What follows belongs to an exercise in optimizing a design on an open flow for small area and a short achievable clock period; a production flow would make more cautious choices. Where RTL was checked, it was by simulation tests only, not by an equivalence proof against the original. Power figures rest on the tool's default switching activity, not on a simulated workload.

==> module Microprocessor, before the edit <==
module Microprocessor(
    output mem_write,
    output mem_read,
    output reg_write,
    output [1:0]op,
    output [6:0]reg_num,
    output [6:0]pc_high,
    output [6:0]pc_low,
    output [7:0]instruction_address,
    output [6:0]rwd_1,
    output [6:0]rwd_0,
    output [1:0]r_symbol,
    input oscillator,
    input reset,
    input [7:0]instruction
    );
    reg [7:0] pc;
    reg [7:0] r [0:3];
    reg       valid;       
    reg [1:0] opc;         
    reg [1:0] rn;          
    reg [7:0] disp;        
    wire [1:0] op_i = instruction[7:6];
    wire [1:0] sa   = instruction[5:4];
    wire [1:0] sb   = instruction[3:2];
    wire [7:0] ra = r[sa];
    wire [7:0] rb = r[sb];
    wire [9:0] qd [0:3];
    genvar k, n;
    generate
        for (k = 0; k < 4; k = k + 1) begin : rq
            assign qd[k][0] = (r[k][7:2] == 6'd63);
            for (n = 1; n < 10; n = n + 1) begin : d
                assign qd[k][n] = (r[k][7:2] == n - 1);
            end
        end
    endgenerate
    wire [9:0] qs = qd[sa];
    wire [1:0] l  = ra[1:0];
    wire       b0p = (l == 2'd3);
    wire       b2m = (l == 2'd0);
    wire       b3m = ~l[1];
    wire [7:0] rs [0:3];
    generate
        for (n = 0; n < 8; n = n + 1) begin : rsel
            assign rs[0][n] = b0p ? qs[n]   : qs[n+1];
            assign rs[1][n] = qs[n+1];
            assign rs[2][n] = b2m ? qs[n+2] : qs[n+1];
            assign rs[3][n] = b3m ? qs[n+2] : qs[n+1];
        end
    endgenerate
    wire [1:0] bk = l + instruction[1:0];
    wire [3:0] bs = 4'b0001 << bk;
    wire       st = (op_i == 2'b10);
    wire [7:0] bd [0:3];            
    generate
        for (k = 0; k < 4; k = k + 1) begin : bank
            wire [7:0] acc [0:8];
            assign acc[0] = 8'd0;
            for (n = 0; n < 8; n = n + 1) begin : row
                localparam integer A = 4 * n + k;
                reg [7:0] w;
                always @(posedge oscillator or posedge reset)
                    if (reset)
                        w <= (A < 16) ? A : 16 - A;
                    else if (st && bs[k] && rs[k][n])
                        w <= rb;
                assign acc[n+1] = acc[n] | ({8{rs[k][n]}} & w);
            end
            assign bd[k] = acc[8];
        end
    endgenerate
    wire [7:0] rdata = ({8{bs[0]}} & bd[0]) | ({8{bs[1]}} & bd[1]) |
                       ({8{bs[2]}} & bd[2]) | ({8{bs[3]}} & bd[3]);
    wire [7:0] g0 = ra & rb;
    wire [7:0] p0 = ra ^ rb;
    wire [7:0] g1, p1, g2, p2, g3;
    generate
        for (n = 0; n < 8; n = n + 1) begin : pfx
            if (n >= 1) begin : l1
                assign g1[n] = g0[n] | (p0[n] & g0[n-1]);
                assign p1[n] = p0[n] & p0[n-1];
            end else begin : l1z
                assign g1[n] = g0[n];
                assign p1[n] = p0[n];
            end
            if (n >= 2) begin : l2
                assign g2[n] = g1[n] | (p1[n] & g1[n-2]);
                assign p2[n] = p1[n] & p1[n-2];
            end else begin : l2z
                assign g2[n] = g1[n];
                assign p2[n] = p1[n];
            end
            if (n >= 4) begin : l3
                assign g3[n] = g2[n] | (p2[n] & g2[n-4]);
            end else begin : l3z
                assign g3[n] = g2[n];
            end
        end
    endgenerate
    wire [7:0] sum = p0 ^ {g3[6:0], 1'b0};
    wire [7:0] wdata = instruction[6] ? rdata : sum;
    wire [1:0] wsel  = instruction[6] ? sb : instruction[1:0];
    wire       wen   = ~instruction[7];
    wire [7:0] pc_p1 = pc + 8'd1;
    wire [7:0] pc_p2 = {pc[7:1] + 7'd1, pc[0]};
    wire [7:0] pc_m1 = pc - 8'd1;
    reg  [7:0] pc_next;
    always @(*) begin
        if (op_i != 2'b11)
            pc_next = pc_p1;
        else case (instruction[1:0])
            2'b00: pc_next = pc_p1;
            2'b01: pc_next = pc_p2;
            2'b10: pc_next = pc_m1;
            default: pc_next = pc;
        endcase
    end
    always @(posedge oscillator or posedge reset) begin
        if (reset) begin
            pc <= 8'd0;
            r[0] <= 8'd0; r[1] <= 8'd0; r[2] <= 8'd0; r[3] <= 8'd0;
            valid <= 1'b0;
        end else begin
            pc <= pc_next;
            if (wen) r[wsel] <= wdata;
            valid <= wen;
        end
    end
    always @(posedge oscillator) begin
        opc  <= op_i;
        rn   <= wsel;
        disp <= wdata;
    end
    Console c_rwd1(rwd_1,   disp[7:4], ~valid);
    Console c_rwd0(rwd_0,   disp[3:0], ~valid);
    Console c_pch (pc_high, pc[7:4],   1'b0);
    Console c_pcl (pc_low,  pc[3:0],   1'b0);
    Console c_rn  (reg_num, {2'b00, rn}, ~valid);
    assign instruction_address = pc;
    assign op        = opc;
    assign mem_write = (opc == 2'b10);
    assign mem_read  = (opc == 2'b01);
    assign reg_write = ~opc[1];
    assign r_symbol  = 2'b11;
endmodule
make LEC_CHECK=0 ABC_AREA=1 CAP_MARGIN=20 CORE_MARGIN=2 CORE_UTILIZATION=55 CTS_CLUSTER_DIAMETER=100 CTS_CLUSTER_SIZE=30 SETUP_SLACK_MARGIN=2.5 SLEW_MARGIN=20 finish   # period 6.0 ns
run.sh (not shown) runs the stock make flow with config.mk's settings and CLKGATE_MAP_FILE= SYNTH_SCRIPT=/design/flow/synth_recipe.tcl, a recipe that flattens the netlist after the stock synthesis.
Edit:
--- a/flow/design.v
+++ b/flow/design.v
@@ -41,8 +41,6 @@
     reg [7:0] pc;
     reg [7:0] r [0:3];
-    reg       valid;       
     reg [1:0] opc;         
-    reg [1:0] rn;          
-    reg [7:0] disp;        
+    reg [6:0] pch_q, pcl_q, rw1_q, rw0_q, rn_q;
     wire [1:0] op_i = instruction[7:6];
     wire [1:0] sa   = instruction[5:4];
@@ -141,25 +139,30 @@
         endcase
     end
+    wire [6:0] pch_d, pcl_d, rw1_d, rw0_d, rn_d;
+    Console c_pch (pch_d, pc_next[7:4], 1'b0);
+    Console c_pcl (pcl_d, pc_next[3:0], 1'b0);
+    Console c_rwd1(rw1_d, wdata[7:4],   ~wen);
+    Console c_rwd0(rw0_d, wdata[3:0],   ~wen);
+    Console c_rn  (rn_d,  {2'b00, wsel}, ~wen);
     always @(posedge oscillator or posedge reset) begin
         if (reset) begin
             pc <= 8'd0;
             r[0] <= 8'd0; r[1] <= 8'd0; r[2] <= 8'd0; r[3] <= 8'd0;
-            valid <= 1'b0;
+            pch_q <= 7'h3F; pcl_q <= 7'h3F;                
+            rw1_q <= 7'h40; rw0_q <= 7'h40; rn_q <= 7'h40;  
         end else begin
             pc <= pc_next;
             if (wen) r[wsel] <= wdata;
-            valid <= wen;
+            pch_q <= pch_d; pcl_q <= pcl_d;
+            rw1_q <= rw1_d; rw0_q <= rw0_d; rn_q <= rn_d;
         end
     end
-    always @(posedge oscillator) begin
-        opc  <= op_i;
-        rn   <= wsel;
-        disp <= wdata;
-    end
-    Console c_rwd1(rwd_1,   disp[7:4], ~valid);
-    Console c_rwd0(rwd_0,   disp[3:0], ~valid);
-    Console c_pch (pc_high, pc[7:4],   1'b0);
-    Console c_pcl (pc_low,  pc[3:0],   1'b0);
-    Console c_rn  (reg_num, {2'b00, rn}, ~valid);
+    always @(posedge oscillator)
+        opc <= op_i;
+    assign pc_high   = pch_q;
+    assign pc_low    = pcl_q;
+    assign rwd_1     = rw1_q;
+    assign rwd_0     = rw0_q;
+    assign reg_num   = rn_q;
     assign instruction_address = pc;
     assign op        = opc;
What happened: Total power went up by about 21%. Register-to-register slack gets worse by 0.05 ns. Non-clock buffer count went up by 7. Hold slack gets worse by 0.016 ns. Setup slack loses 0.10 ns. Cell count increases by 3.4%. Die area grows by about 7%. Clock-buffer cell count is unchanged. Wire length stays flat. Combinational power climbs by 35%. First-iteration DRC count decreases by about 24%. Final area came out higher by about 6.5%. Utilization decreases by 0.24 points. Area after synthesis climbs by about 7%.
The RTL of the second run of this note was laid out without a check of its function.

[what the ideal ports hide]
No port has a modelled driver above. Below, the same layouts with a new extraction and two added sets of constraints. Step 1 sets driving cells, clkbuf_16 on the clock port and buf_2 on the other inputs (assumed; they add their load-dependent delay and slew). Step 2 times the ports against the registers' clock, not the clock port: input delays grow and output delays shrink by t, the midpoint of the rising clock arrivals with the driver on. a / b / c = ideal ports / drivers / drivers and shift; a / b = the first two.
run	shift t [ns]	setup WS [ns]	worst setup path at the end	slew at the worst register clock pin (ns)
the first run	0.565	2.543 / 2.490 / 2.054	input to register	0.12 / 0.12
the second run	0.570	2.440 / 2.446 / 1.876	input to register	0.12 / 0.12
After both steps every run listed still meets setup and hold. For the second run, which loses most, drivers alone change the setup slack by +0.006 ns; drivers and shift together by -0.564 ns.
